Source: an optimization exercise on an open RTL-to-GDS flow (aim: small area and a short achievable clock period). Production flows keep margins and buffers that such runs may drop.
Power is estimated from default activity; no workload was simulated.

## JK
==> flow/design.v <==
module axis_fifo
#(
    parameter DATA_WIDTH  = 32,  
    parameter FIFO_DEPTH  = 32   
)
(
    input  logic                      clk_i,
    input  logic                      arstn_i,
    input  logic [DATA_WIDTH   - 1:0] s_axis_tdata_i,
    input  logic                      s_axis_tvalid_i,
    input  logic                      s_axis_tlast_i,
    input  logic [DATA_WIDTH/8 - 1:0] s_axis_tuser_i,
    input  logic [DATA_WIDTH/8 - 1:0] s_axis_tkeep_i,
    output logic                      s_axis_tready_o,
    input  logic                      m_axis_tready_i,
    output logic [DATA_WIDTH   - 1:0] m_axis_tdata_o,
    output logic                      m_axis_tvalid_o,
    output logic                      m_axis_tlast_o
    ,
    output logic [DATA_WIDTH/8 - 1:0] m_axis_tuser_o
    ,
    output logic [DATA_WIDTH/8 - 1:0] m_axis_tkeep_o
);
    localparam ADDR_WIDTH = $clog2(FIFO_DEPTH);
    localparam NSTORE     = FIFO_DEPTH - 2;      
    localparam UW = DATA_WIDTH/8;
    localparam KW = DATA_WIDTH/8;
    localparam W = DATA_WIDTH + 1 + UW + KW;     
    logic [W - 1:0] in_s;
    logic [W - 1:0] head_q;
    assign in_s[DATA_WIDTH - 1:0] = s_axis_tdata_i;
    assign in_s[DATA_WIDTH]       = s_axis_tlast_i;
    assign m_axis_tdata_o         = head_q[DATA_WIDTH - 1:0];
    assign m_axis_tlast_o         = head_q[DATA_WIDTH];
    assign in_s[DATA_WIDTH + 1 +: UW] = s_axis_tuser_i;
    assign m_axis_tuser_o             = head_q[DATA_WIDTH + 1 +: UW];
    assign in_s[DATA_WIDTH + 1 + UW +: KW] = s_axis_tkeep_i;
    assign m_axis_tkeep_o                  = head_q[DATA_WIDTH + 1 + UW +: KW];
    logic                    valid_q;    
    logic                    nfull_q;    
    logic                    snfull_q;   
    logic                    sfull_q;    
    logic                    le1_q;      
    logic [NSTORE - 1:0]     sel_q;      
    logic                    par_q;
    logic wr_s, rd_s, up_s, dn_s, nfull_d;
    logic sh_s, hold_s;
    assign wr_s = s_axis_tvalid_i & nfull_q;
    assign rd_s = m_axis_tready_i & valid_q;
    assign up_s = wr_s & ~rd_s;
    assign dn_s = rd_s & ~wr_s;
    assign nfull_d = rd_s | (nfull_q & ~(sel_q[NSTORE - 2] & wr_s));
    assign sh_s   = s_axis_tvalid_i & snfull_q;
    assign hold_s = ~s_axis_tvalid_i | sfull_q;
    assign s_axis_tready_o = nfull_q;
    assign m_axis_tvalid_o = valid_q;
    always_ff @(posedge clk_i or negedge arstn_i) begin
        if (!arstn_i) begin
            valid_q <= 1'b0;
            nfull_q <= 1'b1;
            snfull_q <= 1'b1;
            sfull_q  <= 1'b0;
            le1_q   <= 1'b1;
            sel_q   <= '0;
            par_q   <= 1'b0;
        end else begin
            valid_q <= wr_s | (valid_q & ~(m_axis_tready_i & le1_q));
            nfull_q <= nfull_d;
            snfull_q <= rd_s | (~sfull_q & ~(sel_q[NSTORE - 2] & wr_s));
            sfull_q  <= ~nfull_d;
            le1_q   <= ~valid_q | (le1_q & ~up_s) | (sel_q[0] & dn_s);
            if (up_s)
                sel_q <= {sel_q[NSTORE - 2:0], valid_q & le1_q};
            else if (dn_s)
                sel_q <= {1'b0, sel_q[NSTORE - 1:1]};
            par_q   <= ~par_q;
        end
    end
    logic [W - 1:0] store_q [NSTORE];
    logic [W - 1:0] enc_s;
    assign enc_s = in_s ^ {W{par_q}};
    always_ff @(posedge clk_i) begin
        store_q[0] <= ~((enc_s | {W{hold_s}}) & (store_q[0] | {W{sh_s}}));
        for (int i = 1; i < NSTORE; i++)
            store_q[i] <= ~((store_q[i - 1] | {W{hold_s}}) & (store_q[i] | {W{sh_s}}));
    end
    logic [W - 1:0] rdmux_s;
    always_comb begin
        rdmux_s = '0;
        for (int i = 0; i < NSTORE; i++)
            rdmux_s = rdmux_s | (store_q[i] & {W{sel_q[i]}});
    end
    always_ff @(posedge clk_i or negedge arstn_i) begin
        if (!arstn_i)
            head_q <= '0;
        else if (~valid_q | m_axis_tready_i)
            head_q <= le1_q ? in_s : (rdmux_s ^ {W{par_q}});
    end
endmodule
==> flow/config.mk <==
export PLATFORM = sky130hd
export DESIGN_NAME = axis_fifo
export DESIGN_NICKNAME = axis_fifo
export VERILOG_FILES = /design/flow/design.v
export SDC_FILE = /design/flow/constraint.sdc
export NUM_CORES = 4
export LEC_CHECK = 0
export CAP_MARGIN = 20
export CORE_MARGIN = 2
export CORE_UTILIZATION = 65
export CTS_CLUSTER_DIAMETER = 60
export CTS_CLUSTER_SIZE = 30
export PLACE_DENSITY = 0.75
export SETUP_SLACK_MARGIN = 4.2
export SLEW_MARGIN = 20
==> flow/constraint.sdc <==
create_clock -name core_clock -period 6.5 [get_ports {clk_i}]
set_input_delay 1.3000 -clock core_clock [delete_from_list [all_inputs] [get_ports {clk_i}]]
set_output_delay 1.3000 -clock core_clock [all_outputs]
set_load 0.01 [all_outputs]
run.sh (not shown) runs the stock make flow with config.mk's settings and CLKGATE_MAP_FILE= SYNTH_SCRIPT=/design/flow/synth_recipe.tcl, a recipe that flattens the netlist after the stock synthesis.
Modified inputs, MS compared to JK
--- a/flow/design.v
+++ b/flow/design.v
@@ -91,8 +91,6 @@
             rdmux_s = rdmux_s | (store_q[i] & {W{sel_q[i]}});
     end
-    always_ff @(posedge clk_i or negedge arstn_i) begin
-        if (!arstn_i)
-            head_q <= '0;
-        else if (~valid_q | m_axis_tready_i)
+    always_ff @(posedge clk_i) begin
+        if (~valid_q | m_axis_tready_i)
             head_q <= le1_q ? in_s : (rdmux_s ^ {W{par_q}});
     end
[summary]
MS completed every stage of the flow, and the final layout passed the timing, DRC and antenna checks. JK ran to completion and came out clean on the timing, DRC and antenna checks. [compare] base=JK new=MS: core utilization rose 3.1 points; number of standard-cell rows in the floorplan fell 2.1%. Share of flip-flops with an asynchronous set or reset after synthesis: MS < JK. Logic gate share of total power in MS is 0.2 points lower than in JK. MS vs JK, launching instance or port of the critical path: head_q[8] vs nfull_q. Re number of cells after detailed placement: JK was higher than MS. Of the two values seen for last element of the critical path, m_axis_tdata_o[8] was produced by MS and s_axis_tready_o by JK. There was hardly any difference in sequential power between MS and JK.
No run of this note included a check of the RTL's function; only the layout flow was run.

## afterwards: timing with drivers on the ports
Ports are ideal in the flow. The routed layouts listed here were re-timed in OpenROAD.
Step 1 sets driving cells, clkbuf_16 on the clock port and buf_2 on the other inputs (assumed; they add their load-dependent delay and slew).
Step 2 times the ports against the registers' clock, not the clock port: input delays grow and output delays shrink by t, the midpoint of the rising clock arrivals with the driver on.
Slacks: ideal / step 1 / step 2; pairs: ideal / step 1.
| run | t (ns) | setup WS [ns] | worst setup path at the end |
|---|---|---|---|
| JK | 0.710 | 3.888 / 3.822 / 3.583 | input to register |
| MS | 0.708 | 3.841 / 3.773 / 3.525 | input to register |
After both steps every run listed still meets setup and hold. The setup slack of MS, which loses most, moves by -0.068 ns with the drivers and by -0.316 ns with both steps.
